From an optimization exercise on the open Yosys and OpenROAD flow, aimed at small area and a short achievable clock period; shortcuts taken in it are not production practice. Only simulation tests tie the RTL to the original design; equivalence was not proved.

### flow/flow/io.tcl
# Keep each channel's input pins together, in bit order, so that each
# channel's selection logic can sit next to its pins.
set_io_pin_constraint -group -order -pin_names {chan1\[0\] chan1\[1\] chan1\[2\] chan1\[3\] chan1\[4\] chan1\[5\] chan1\[6\] chan1\[7\] chan1\[8\] chan1\[9\] chan1\[10\] chan1\[11\] chan1\[12\] chan1\[13\] chan1\[14\] chan1\[15\] chan1\[16\] chan1\[17\] chan1\[18\] chan1\[19\] chan1\[20\] chan1\[21\] chan1\[22\] chan1\[23\]}
set_io_pin_constraint -group -order -pin_names {chan2\[0\] chan2\[1\] chan2\[2\] chan2\[3\] chan2\[4\] chan2\[5\] chan2\[6\] chan2\[7\] chan2\[8\] chan2\[9\] chan2\[10\] chan2\[11\] chan2\[12\] chan2\[13\] chan2\[14\] chan2\[15\] chan2\[16\] chan2\[17\] chan2\[18\] chan2\[19\] chan2\[20\] chan2\[21\] chan2\[22\] chan2\[23\]}
set_io_pin_constraint -group -order -pin_names {chan3\[0\] chan3\[1\] chan3\[2\] chan3\[3\] chan3\[4\] chan3\[5\] chan3\[6\] chan3\[7\] chan3\[8\] chan3\[9\] chan3\[10\] chan3\[11\] chan3\[12\] chan3\[13\] chan3\[14\] chan3\[15\] chan3\[16\] chan3\[17\] chan3\[18\] chan3\[19\] chan3\[20\] chan3\[21\] chan3\[22\] chan3\[23\]}
set_io_pin_constraint -group -order -pin_names {chan4\[0\] chan4\[1\] chan4\[2\] chan4\[3\] chan4\[4\] chan4\[5\] chan4\[6\] chan4\[7\] chan4\[8\] chan4\[9\] chan4\[10\] chan4\[11\] chan4\[12\] chan4\[13\] chan4\[14\] chan4\[15\] chan4\[16\] chan4\[17\] chan4\[18\] chan4\[19\] chan4\[20\] chan4\[21\] chan4\[22\] chan4\[23\]}
set_io_pin_constraint -group -order -pin_names {chan5\[0\] chan5\[1\] chan5\[2\] chan5\[3\] chan5\[4\] chan5\[5\] chan5\[6\] chan5\[7\] chan5\[8\] chan5\[9\] chan5\[10\] chan5\[11\] chan5\[12\] chan5\[13\] chan5\[14\] chan5\[15\] chan5\[16\] chan5\[17\] chan5\[18\] chan5\[19\] chan5\[20\] chan5\[21\] chan5\[22\] chan5\[23\]}
set_io_pin_constraint -group -order -pin_names {chan6\[0\] chan6\[1\] chan6\[2\] chan6\[3\] chan6\[4\] chan6\[5\] chan6\[6\] chan6\[7\] chan6\[8\] chan6\[9\] chan6\[10\] chan6\[11\] chan6\[12\] chan6\[13\] chan6\[14\] chan6\[15\] chan6\[16\] chan6\[17\] chan6\[18\] chan6\[19\] chan6\[20\] chan6\[21\] chan6\[22\] chan6\[23\]}
set_io_pin_constraint -group -order -pin_names {chan7\[0\] chan7\[1\] chan7\[2\] chan7\[3\] chan7\[4\] chan7\[5\] chan7\[6\] chan7\[7\] chan7\[8\] chan7\[9\] chan7\[10\] chan7\[11\] chan7\[12\] chan7\[13\] chan7\[14\] chan7\[15\] chan7\[16\] chan7\[17\] chan7\[18\] chan7\[19\] chan7\[20\] chan7\[21\] chan7\[22\] chan7\[23\]}
set_io_pin_constraint -group -order -pin_names {chan8\[0\] chan8\[1\] chan8\[2\] chan8\[3\] chan8\[4\] chan8\[5\] chan8\[6\] chan8\[7\] chan8\[8\] chan8\[9\] chan8\[10\] chan8\[11\] chan8\[12\] chan8\[13\] chan8\[14\] chan8\[15\] chan8\[16\] chan8\[17\] chan8\[18\] chan8\[19\] chan8\[20\] chan8\[21\] chan8\[22\] chan8\[23\]}
### flow/constraint.sdc
create_clock -name core_clock -period 6.0 [get_ports {mclk}]
set_input_delay 1.2000 -clock core_clock [delete_from_list [all_inputs] [get_ports {mclk}]]
set_output_delay 1.2000 -clock core_clock [all_outputs]
set_load 0.01 [all_outputs]
### flow/design.v
module framer_o(
    input mclk,  
    input wclk,
    input [23:0] chan1,
    input [23:0] chan2,
    input [23:0] chan3,
    input [23:0] chan4,
    input [23:0] chan5,
    input [23:0] chan6,
    input [23:0] chan7,
    input [23:0] chan8,
    input [3:0] user,
    output reg adat
);
reg [4:0] c;
reg [2:0] h;
reg [2:0] r;
reg plr;
reg [7:0] pn;
wire [7:0] pnd;
wire fs = wclk & ~plr;
wire [23:0] a;    
wire [7:0]  b;    
adat_dec dec (.c(c), .h(h), .r(r), .a(a), .b(b));
wire y0_0;
adat_aoi222 u0_0 (.a0(chan1[0]), .s0(a[0]), .a1(chan1[1]), .s1(a[1]), .a2(chan1[2]), .s2(a[2]), .y(y0_0));
wire y0_1;
adat_aoi222 u0_1 (.a0(chan1[3]), .s0(a[3]), .a1(chan1[4]), .s1(a[4]), .a2(chan1[5]), .s2(a[5]), .y(y0_1));
wire y0_2;
adat_aoi222 u0_2 (.a0(chan1[6]), .s0(a[6]), .a1(chan1[7]), .s1(a[7]), .a2(chan1[8]), .s2(a[8]), .y(y0_2));
wire y0_3;
adat_aoi222 u0_3 (.a0(chan1[9]), .s0(a[9]), .a1(chan1[10]), .s1(a[10]), .a2(chan1[11]), .s2(a[11]), .y(y0_3));
wire y0_4;
adat_aoi222 u0_4 (.a0(chan1[12]), .s0(a[12]), .a1(chan1[13]), .s1(a[13]), .a2(chan1[14]), .s2(a[14]), .y(y0_4));
wire y0_5;
adat_aoi222 u0_5 (.a0(chan1[15]), .s0(a[15]), .a1(chan1[16]), .s1(a[16]), .a2(chan1[17]), .s2(a[17]), .y(y0_5));
wire y0_6;
adat_aoi222 u0_6 (.a0(chan1[18]), .s0(a[18]), .a1(chan1[19]), .s1(a[19]), .a2(chan1[20]), .s2(a[20]), .y(y0_6));
wire y0_7;
adat_aoi222 u0_7 (.a0(chan1[21]), .s0(a[21]), .a1(chan1[22]), .s1(a[22]), .a2(chan1[23]), .s2(a[23]), .y(y0_7));
wire o0_0, o0_1;
adat_nand4 n0_0 (.a({y0_0, y0_1, y0_2, y0_3}), .y(o0_0));
adat_nand4 n0_1 (.a({y0_4, y0_5, y0_6, y0_7}), .y(o0_1));
adat_oai21 f0 (.a({o0_1, o0_0}), .b(b[0]), .y(pnd[0]));
wire y1_0;
adat_aoi222 u1_0 (.a0(chan2[0]), .s0(a[0]), .a1(chan2[1]), .s1(a[1]), .a2(chan2[2]), .s2(a[2]), .y(y1_0));
wire y1_1;
adat_aoi222 u1_1 (.a0(chan2[3]), .s0(a[3]), .a1(chan2[4]), .s1(a[4]), .a2(chan2[5]), .s2(a[5]), .y(y1_1));
wire y1_2;
adat_aoi222 u1_2 (.a0(chan2[6]), .s0(a[6]), .a1(chan2[7]), .s1(a[7]), .a2(chan2[8]), .s2(a[8]), .y(y1_2));
wire y1_3;
adat_aoi222 u1_3 (.a0(chan2[9]), .s0(a[9]), .a1(chan2[10]), .s1(a[10]), .a2(chan2[11]), .s2(a[11]), .y(y1_3));
wire y1_4;
adat_aoi222 u1_4 (.a0(chan2[12]), .s0(a[12]), .a1(chan2[13]), .s1(a[13]), .a2(chan2[14]), .s2(a[14]), .y(y1_4));
wire y1_5;
adat_aoi222 u1_5 (.a0(chan2[15]), .s0(a[15]), .a1(chan2[16]), .s1(a[16]), .a2(chan2[17]), .s2(a[17]), .y(y1_5));
wire y1_6;
adat_aoi222 u1_6 (.a0(chan2[18]), .s0(a[18]), .a1(chan2[19]), .s1(a[19]), .a2(chan2[20]), .s2(a[20]), .y(y1_6));
wire y1_7;
adat_aoi222 u1_7 (.a0(chan2[21]), .s0(a[21]), .a1(chan2[22]), .s1(a[22]), .a2(chan2[23]), .s2(a[23]), .y(y1_7));
wire o1_0, o1_1;
adat_nand4 n1_0 (.a({y1_0, y1_1, y1_2, y1_3}), .y(o1_0));
adat_nand4 n1_1 (.a({y1_4, y1_5, y1_6, y1_7}), .y(o1_1));
adat_oai21 f1 (.a({o1_1, o1_0}), .b(b[1]), .y(pnd[1]));
wire y2_0;
adat_aoi222 u2_0 (.a0(chan3[0]), .s0(a[0]), .a1(chan3[1]), .s1(a[1]), .a2(chan3[2]), .s2(a[2]), .y(y2_0));
wire y2_1;
adat_aoi222 u2_1 (.a0(chan3[3]), .s0(a[3]), .a1(chan3[4]), .s1(a[4]), .a2(chan3[5]), .s2(a[5]), .y(y2_1));
wire y2_2;
adat_aoi222 u2_2 (.a0(chan3[6]), .s0(a[6]), .a1(chan3[7]), .s1(a[7]), .a2(chan3[8]), .s2(a[8]), .y(y2_2));
wire y2_3;
adat_aoi222 u2_3 (.a0(chan3[9]), .s0(a[9]), .a1(chan3[10]), .s1(a[10]), .a2(chan3[11]), .s2(a[11]), .y(y2_3));
wire y2_4;
adat_aoi222 u2_4 (.a0(chan3[12]), .s0(a[12]), .a1(chan3[13]), .s1(a[13]), .a2(chan3[14]), .s2(a[14]), .y(y2_4));
wire y2_5;
adat_aoi222 u2_5 (.a0(chan3[15]), .s0(a[15]), .a1(chan3[16]), .s1(a[16]), .a2(chan3[17]), .s2(a[17]), .y(y2_5));
wire y2_6;
adat_aoi222 u2_6 (.a0(chan3[18]), .s0(a[18]), .a1(chan3[19]), .s1(a[19]), .a2(chan3[20]), .s2(a[20]), .y(y2_6));
wire y2_7;
adat_aoi222 u2_7 (.a0(chan3[21]), .s0(a[21]), .a1(chan3[22]), .s1(a[22]), .a2(chan3[23]), .s2(a[23]), .y(y2_7));
wire o2_0, o2_1;
adat_nand4 n2_0 (.a({y2_0, y2_1, y2_2, y2_3}), .y(o2_0));
adat_nand4 n2_1 (.a({y2_4, y2_5, y2_6, y2_7}), .y(o2_1));
adat_oai21 f2 (.a({o2_1, o2_0}), .b(b[2]), .y(pnd[2]));
wire y3_0;
adat_aoi222 u3_0 (.a0(chan4[0]), .s0(a[0]), .a1(chan4[1]), .s1(a[1]), .a2(chan4[2]), .s2(a[2]), .y(y3_0));
wire y3_1;
adat_aoi222 u3_1 (.a0(chan4[3]), .s0(a[3]), .a1(chan4[4]), .s1(a[4]), .a2(chan4[5]), .s2(a[5]), .y(y3_1));
wire y3_2;
adat_aoi222 u3_2 (.a0(chan4[6]), .s0(a[6]), .a1(chan4[7]), .s1(a[7]), .a2(chan4[8]), .s2(a[8]), .y(y3_2));
wire y3_3;
adat_aoi222 u3_3 (.a0(chan4[9]), .s0(a[9]), .a1(chan4[10]), .s1(a[10]), .a2(chan4[11]), .s2(a[11]), .y(y3_3));
wire y3_4;
adat_aoi222 u3_4 (.a0(chan4[12]), .s0(a[12]), .a1(chan4[13]), .s1(a[13]), .a2(chan4[14]), .s2(a[14]), .y(y3_4));
wire y3_5;
adat_aoi222 u3_5 (.a0(chan4[15]), .s0(a[15]), .a1(chan4[16]), .s1(a[16]), .a2(chan4[17]), .s2(a[17]), .y(y3_5));
wire y3_6;
adat_aoi222 u3_6 (.a0(chan4[18]), .s0(a[18]), .a1(chan4[19]), .s1(a[19]), .a2(chan4[20]), .s2(a[20]), .y(y3_6));
wire y3_7;
adat_aoi222 u3_7 (.a0(chan4[21]), .s0(a[21]), .a1(chan4[22]), .s1(a[22]), .a2(chan4[23]), .s2(a[23]), .y(y3_7));
wire o3_0, o3_1;
adat_nand4 n3_0 (.a({y3_0, y3_1, y3_2, y3_3}), .y(o3_0));
adat_nand4 n3_1 (.a({y3_4, y3_5, y3_6, y3_7}), .y(o3_1));
adat_oai21 f3 (.a({o3_1, o3_0}), .b(b[3]), .y(pnd[3]));
wire y4_0;
adat_aoi222 u4_0 (.a0(chan5[0]), .s0(a[0]), .a1(chan5[1]), .s1(a[1]), .a2(chan5[2]), .s2(a[2]), .y(y4_0));
wire y4_1;
adat_aoi222 u4_1 (.a0(chan5[3]), .s0(a[3]), .a1(chan5[4]), .s1(a[4]), .a2(chan5[5]), .s2(a[5]), .y(y4_1));
wire y4_2;
adat_aoi222 u4_2 (.a0(chan5[6]), .s0(a[6]), .a1(chan5[7]), .s1(a[7]), .a2(chan5[8]), .s2(a[8]), .y(y4_2));
wire y4_3;
adat_aoi222 u4_3 (.a0(chan5[9]), .s0(a[9]), .a1(chan5[10]), .s1(a[10]), .a2(chan5[11]), .s2(a[11]), .y(y4_3));
wire y4_4;
adat_aoi222 u4_4 (.a0(chan5[12]), .s0(a[12]), .a1(chan5[13]), .s1(a[13]), .a2(chan5[14]), .s2(a[14]), .y(y4_4));
wire y4_5;
adat_aoi222 u4_5 (.a0(chan5[15]), .s0(a[15]), .a1(chan5[16]), .s1(a[16]), .a2(chan5[17]), .s2(a[17]), .y(y4_5));
wire y4_6;
adat_aoi222 u4_6 (.a0(chan5[18]), .s0(a[18]), .a1(chan5[19]), .s1(a[19]), .a2(chan5[20]), .s2(a[20]), .y(y4_6));
wire y4_7;
adat_aoi222 u4_7 (.a0(chan5[21]), .s0(a[21]), .a1(chan5[22]), .s1(a[22]), .a2(chan5[23]), .s2(a[23]), .y(y4_7));
wire o4_0, o4_1;
adat_nand4 n4_0 (.a({y4_0, y4_1, y4_2, y4_3}), .y(o4_0));
adat_nand4 n4_1 (.a({y4_4, y4_5, y4_6, y4_7}), .y(o4_1));
adat_oai21 f4 (.a({o4_1, o4_0}), .b(b[4]), .y(pnd[4]));
wire y5_0;
adat_aoi222 u5_0 (.a0(chan6[0]), .s0(a[0]), .a1(chan6[1]), .s1(a[1]), .a2(chan6[2]), .s2(a[2]), .y(y5_0));
wire y5_1;
adat_aoi222 u5_1 (.a0(chan6[3]), .s0(a[3]), .a1(chan6[4]), .s1(a[4]), .a2(chan6[5]), .s2(a[5]), .y(y5_1));
wire y5_2;
adat_aoi222 u5_2 (.a0(chan6[6]), .s0(a[6]), .a1(chan6[7]), .s1(a[7]), .a2(chan6[8]), .s2(a[8]), .y(y5_2));
wire y5_3;
adat_aoi222 u5_3 (.a0(chan6[9]), .s0(a[9]), .a1(chan6[10]), .s1(a[10]), .a2(chan6[11]), .s2(a[11]), .y(y5_3));
wire y5_4;
adat_aoi222 u5_4 (.a0(chan6[12]), .s0(a[12]), .a1(chan6[13]), .s1(a[13]), .a2(chan6[14]), .s2(a[14]), .y(y5_4));
wire y5_5;
adat_aoi222 u5_5 (.a0(chan6[15]), .s0(a[15]), .a1(chan6[16]), .s1(a[16]), .a2(chan6[17]), .s2(a[17]), .y(y5_5));
wire y5_6;
adat_aoi222 u5_6 (.a0(chan6[18]), .s0(a[18]), .a1(chan6[19]), .s1(a[19]), .a2(chan6[20]), .s2(a[20]), .y(y5_6));
wire y5_7;
adat_aoi222 u5_7 (.a0(chan6[21]), .s0(a[21]), .a1(chan6[22]), .s1(a[22]), .a2(chan6[23]), .s2(a[23]), .y(y5_7));
wire o5_0, o5_1;
adat_nand4 n5_0 (.a({y5_0, y5_1, y5_2, y5_3}), .y(o5_0));
adat_nand4 n5_1 (.a({y5_4, y5_5, y5_6, y5_7}), .y(o5_1));
adat_oai21 f5 (.a({o5_1, o5_0}), .b(b[5]), .y(pnd[5]));
wire y6_0;
adat_aoi222 u6_0 (.a0(chan7[0]), .s0(a[0]), .a1(chan7[1]), .s1(a[1]), .a2(chan7[2]), .s2(a[2]), .y(y6_0));
wire y6_1;
adat_aoi222 u6_1 (.a0(chan7[3]), .s0(a[3]), .a1(chan7[4]), .s1(a[4]), .a2(chan7[5]), .s2(a[5]), .y(y6_1));
wire y6_2;
adat_aoi222 u6_2 (.a0(chan7[6]), .s0(a[6]), .a1(chan7[7]), .s1(a[7]), .a2(chan7[8]), .s2(a[8]), .y(y6_2));
wire y6_3;
adat_aoi222 u6_3 (.a0(chan7[9]), .s0(a[9]), .a1(chan7[10]), .s1(a[10]), .a2(chan7[11]), .s2(a[11]), .y(y6_3));
wire y6_4;
adat_aoi222 u6_4 (.a0(chan7[12]), .s0(a[12]), .a1(chan7[13]), .s1(a[13]), .a2(chan7[14]), .s2(a[14]), .y(y6_4));
wire y6_5;
adat_aoi222 u6_5 (.a0(chan7[15]), .s0(a[15]), .a1(chan7[16]), .s1(a[16]), .a2(chan7[17]), .s2(a[17]), .y(y6_5));
wire y6_6;
adat_aoi222 u6_6 (.a0(chan7[18]), .s0(a[18]), .a1(chan7[19]), .s1(a[19]), .a2(chan7[20]), .s2(a[20]), .y(y6_6));
wire y6_7;
adat_aoi222 u6_7 (.a0(chan7[21]), .s0(a[21]), .a1(chan7[22]), .s1(a[22]), .a2(chan7[23]), .s2(a[23]), .y(y6_7));
wire o6_0, o6_1;
adat_nand4 n6_0 (.a({y6_0, y6_1, y6_2, y6_3}), .y(o6_0));
adat_nand4 n6_1 (.a({y6_4, y6_5, y6_6, y6_7}), .y(o6_1));
adat_oai21 f6 (.a({o6_1, o6_0}), .b(b[6]), .y(pnd[6]));
wire y7_0;
adat_aoi222 u7_0 (.a0(chan8[0]), .s0(a[0]), .a1(chan8[1]), .s1(a[1]), .a2(chan8[2]), .s2(a[2]), .y(y7_0));
wire y7_1;
adat_aoi222 u7_1 (.a0(chan8[3]), .s0(a[3]), .a1(chan8[4]), .s1(a[4]), .a2(chan8[5]), .s2(a[5]), .y(y7_1));
wire y7_2;
adat_aoi222 u7_2 (.a0(chan8[6]), .s0(a[6]), .a1(chan8[7]), .s1(a[7]), .a2(chan8[8]), .s2(a[8]), .y(y7_2));
wire y7_3;
adat_aoi222 u7_3 (.a0(chan8[9]), .s0(a[9]), .a1(chan8[10]), .s1(a[10]), .a2(chan8[11]), .s2(a[11]), .y(y7_3));
wire y7_4;
adat_aoi222 u7_4 (.a0(chan8[12]), .s0(a[12]), .a1(chan8[13]), .s1(a[13]), .a2(chan8[14]), .s2(a[14]), .y(y7_4));
wire y7_5;
adat_aoi222 u7_5 (.a0(chan8[15]), .s0(a[15]), .a1(chan8[16]), .s1(a[16]), .a2(chan8[17]), .s2(a[17]), .y(y7_5));
wire y7_6;
adat_aoi222 u7_6 (.a0(chan8[18]), .s0(a[18]), .a1(chan8[19]), .s1(a[19]), .a2(chan8[20]), .s2(a[20]), .y(y7_6));
wire y7_7;
adat_aoi222 u7_7 (.a0(chan8[21]), .s0(a[21]), .a1(chan8[22]), .s1(a[22]), .a2(chan8[23]), .s2(a[23]), .y(y7_7));
wire o7_0, o7_1;
adat_nand4 n7_0 (.a({y7_0, y7_1, y7_2, y7_3}), .y(o7_0));
adat_nand4 n7_1 (.a({y7_4, y7_5, y7_6, y7_7}), .y(o7_1));
adat_oai21 f7 (.a({o7_1, o7_0}), .b(b[7]), .y(pnd[7]));
wire [3:0] us;
wire k;
adat_const cst (.c(c), .h(h), .r(r), .us(us), .k(k));
wire yu, yk, p1, p2, cur;
adat_aoi222 c_u (.a0(user[0]), .s0(us[0]), .a1(user[1]), .s1(us[1]), .a2(user[2]), .s2(us[2]), .y(yu));
adat_aoi21 c_k (.a0(user[3]), .s0(us[3]), .b(k), .y(yk));
adat_and4 c_p1 (.a(pn[3:0]), .y(p1));
adat_and4 c_p2 (.a(pn[7:4]), .y(p2));
adat_nand4 c_b (.a({yu, yk, p1, p2}), .y(cur));
wire [4:0] cn;
wire [2:0] hn, rn;
adat_next nx (.c(c), .h(h), .r(r), .fs(fs), .cn(cn), .hn(hn), .rn(rn));
always @(posedge mclk) begin
    plr <= wclk;
    pn <= pnd;
    c <= cn;
    h <= hn;
    r <= rn;
    adat <= adat ^ cur;
end
endmodule
module adat_dec (
    input [4:0] c,
    input [2:0] h,
    input [2:0] r,
    output [23:0] a,
    output [7:0] b
);
wire [3:0] rsn;
adat_nand2b d_r1 (.an(r[1]), .b(r[0]), .y(rsn[0]));    
adat_nand2b d_r2 (.an(r[2]), .b(r[1]), .y(rsn[1]));    
adat_nand2 d_r3 (.a(r[2]), .b(r[0]), .y(rsn[2]));      
adat_nand2b d_r4 (.an(r[0]), .b(r[2]), .y(rsn[3]));    
wire [5:0] hsn;
adat_or2 d_h0 (.a(h[2]), .b(h[0]), .y(hsn[0]));        
adat_nand2b d_h1 (.an(h[1]), .b(h[0]), .y(hsn[1]));    
adat_nand2b d_h2 (.an(h[2]), .b(h[1]), .y(hsn[2]));    
adat_nand2 d_h3 (.a(h[2]), .b(h[0]), .y(hsn[3]));      
adat_nand2b d_h4 (.an(h[0]), .b(h[1]), .y(hsn[4]));    
adat_nand2b d_h5 (.an(h[1]), .b(h[2]), .y(hsn[5]));    
genvar i;
generate
    for (i = 0; i < 24; i = i + 1) begin : g_a
        adat_nor2 d_a (.a(rsn[i % 4]), .b(hsn[i / 4]), .y(a[i]));
    end
    for (i = 0; i < 8; i = i + 1) begin : g_b
        assign b[i] = (c == i);
    end
endgenerate
endmodule
module adat_const (
    input [4:0] c,
    input [2:0] h,
    input [2:0] r,
    output [3:0] us,
    output k
);
wire r0 = ~r[2] & ~r[0];
wire r1 = r[0] & ~r[1];
wire r2 = r[1] & ~r[2];
wire r3 = r[2] & r[0];
wire r4 = r[2] & ~r[0];
wire h0 = ~h[2] & ~h[0];
wire h2 = h[1] & ~h[2];
wire h3 = h[2] & h[0];
wire c8 = (c == 5'd8);
wire c9up = c[4] | (c[3] & |c[2:0]);
assign k = (r1 & ((c < 5'd8) | (c8 & h0))) | (r2 & c8 & h2);
assign us[0] = r3 & c8 & h2;
assign us[1] = r4 & c8 & h2;
assign us[2] = r0 & c8 & h3;
assign us[3] = c9up | ((c == 5'd0) & r0 & h0) |
               (c8 & h[2] & (~r0 | ~h[0]));
endmodule
module adat_next (
    input [4:0] c,
    input [2:0] h,
    input [2:0] r,
    input fs,
    output [4:0] cn,
    output [2:0] hn,
    output [2:0] rn
);
wire wrap = c[4] & c[0] & ~h[2] & ~h[0] & r[0] & ~r[1];
wire clr = fs | wrap;
wire er = r[2] & ~r[0];
wire eh = er & h[2] & ~h[1];
assign rn = fs ? 3'b001 : wrap ? 3'b000 : {r[1] & r[0], r[0], ~r[2]};
assign hn = clr ? 3'b000 : er ? {h[1], h[0], ~h[2]} : h;
assign cn = clr ? 5'd0 : c + {4'd0, eh};
endmodule
module adat_aoi222 (input a0, s0, a1, s1, a2, s2, output y);
assign y = ~((a0 & s0) | (a1 & s1) | (a2 & s2));
endmodule
module adat_aoi21 (input a0, s0, b, output y);
assign y = ~((a0 & s0) | b);
endmodule
module adat_and4 (input [3:0] a, output y);
assign y = &a;
endmodule
module adat_nand4 (input [3:0] a, output y);
assign y = ~&a;
endmodule
module adat_oai21 (input [1:0] a, input b, output y);
assign y = ~((|a) & b);
endmodule
module adat_nand2 (input a, b, output y);
assign y = ~(a & b);
endmodule
module adat_nand2b (input an, b, output y);
assign y = ~(~an & b);
endmodule
module adat_or2 (input a, b, output y);
assign y = a | b;
endmodule
module adat_nor2 (input a, b, output y);
assign y = ~(a | b);
endmodule
### flow/config.mk
export PLATFORM = sky130hd
export DESIGN_NAME = framer_o
export DESIGN_NICKNAME = framer_o
export VERILOG_FILES = /design/flow/design.v
export SDC_FILE = /design/flow/constraint.sdc
export NUM_CORES = 4
export LEC_CHECK = 0
export CAP_MARGIN = 20
export CORE_MARGIN = 2
export CORE_UTILIZATION = 40
export PLACE_DENSITY = 0.6
export SETUP_SLACK_MARGIN = 4.1
export SLEW_MARGIN = 20
export SYNTH_HIERARCHICAL = 1
### flow/flow/run.sh
#!/bin/bash
# The standard layout, with plain buf_1 cells as the port buffers and
# each channel's input pins kept together (flow/io.tcl)
set -euo pipefail
bash standard.sh "BUFFER_PORTS_ARGS=-buffer_cell sky130_fd_sc_hd__buf_1" \
  "IO_CONSTRAINTS=$PWD/flow/io.tcl" \
  finish > standard_flow.log 2>&1
### flow/standard.sh
#!/bin/bash
# synth_recipe.tcl (not shown) runs the flow's synth.tcl, then flattens the netlist and writes it again
# the make line also repeats each setting of config.mk as NAME=value (left out here)
make -C /OpenROAD-flow-scripts/flow DESIGN_CONFIG=/design/flow/config.mk WORK_HOME=/design/flow/orfs CLKGATE_MAP_FILE= SYNTH_SCRIPT=/design/flow/synth_recipe.tcl "${@:-finish}"
==> load_flow_metrics.sql <==
INSERT INTO impl_metrics (metric_group, metric, value, unit) VALUES
('synth', 'syn-mean-instance-area', '8.61', 'um2'),
('synth', 'asyncSetResetFlopFracSynth', '0', '%'),
('synth', 'synth_seq_cells', '21', ''),
('synth', 'mappedNetlistArea', '1830', 'um2'),
('floorplanning', 'initial_core_util', '41.8', '%'),
('synth', 'yosysTopAreaCell', 'a222oi_1', ''),
('synth', 'synth_cell_types', '36', ''),
('synth', 'yosysSeqAreaShare', '22.9', '%'),
('synth', 'synth_edf_count', '0', ''),
('outcome', 'stage_where_the_flow_stopped', '2_1_floorplan', ''),
('outcome', 'stop_error', '[ERROR PPL-0061] Pins {chan1\[0\] chan1\[1\] chan1\[2\] chan1\[3\] chan1\[4\] chan1\[5\] chan1\[6\] chan1\[7\] chan1\[8\] chan1\[9\] chan1\[10\] chan1\[11\] chan1\[12\...', ''),
('floorplanning', 'die_x', '71.7', 'um'),
('outcome', 'outcome', 'stopped before the end', ''),
('synth', 'dominantRegCellSynth', 'dfxtp_1', ''),
('floorplanning', 'die_y', '71.7', 'um'),
('synth', 'synth.top_cells.by_area', 'a222oi_1, dfxtp_1, nor2_1, nand4_1, nand2b_1', ''),
('synth', 'synthesis.instances', '213', ''),
('synth', 'postSynthNetCount', '413', ''),
('synth', 'yosys.cell_count.top_type', 'a222oi_1', ''),
('synth', 'post_synth_most_frequent_cells', 'a222oi_1, nor2_1, dfxtp_1, nand4_1, nand2b_1', ''),
('synth', 'yosys_warnings', '7', ''),
('floorplanning', 'placementRows', '24', ''),
('synth', 'netlist.area_leader.share', '35.5', '%');
==> Yosys stat by module (local to each module, per instance) <==
module       area, um2  times used  cells inside
adat_and4         8.76           2             1
adat_oai21        5.00           8             1
adat_or2          6.26           1             1
adat_dec          81.3           1            13
adat_nor2         3.75          24             1
framer_o           435           1            23
adat_next          211           1            32
adat_nand2        3.75           2             1
adat_nand4        6.26          17             1
adat_const         135           1            18
adat_aoi222       10.0          65             1
adat_nand2b       6.26           7             1
adat_aoi21        8.76           1             1
==> logic make-up after synthesis <==
group,Yosys count,share of synthesized area [%]
simple gates,97,30.2
xor+xnor,4,1.91
flops,21,22.9
fa+ha+maj,2,1.36
compound gates,81,40.9
mux,2,1.09
buf+inv,6,1.64
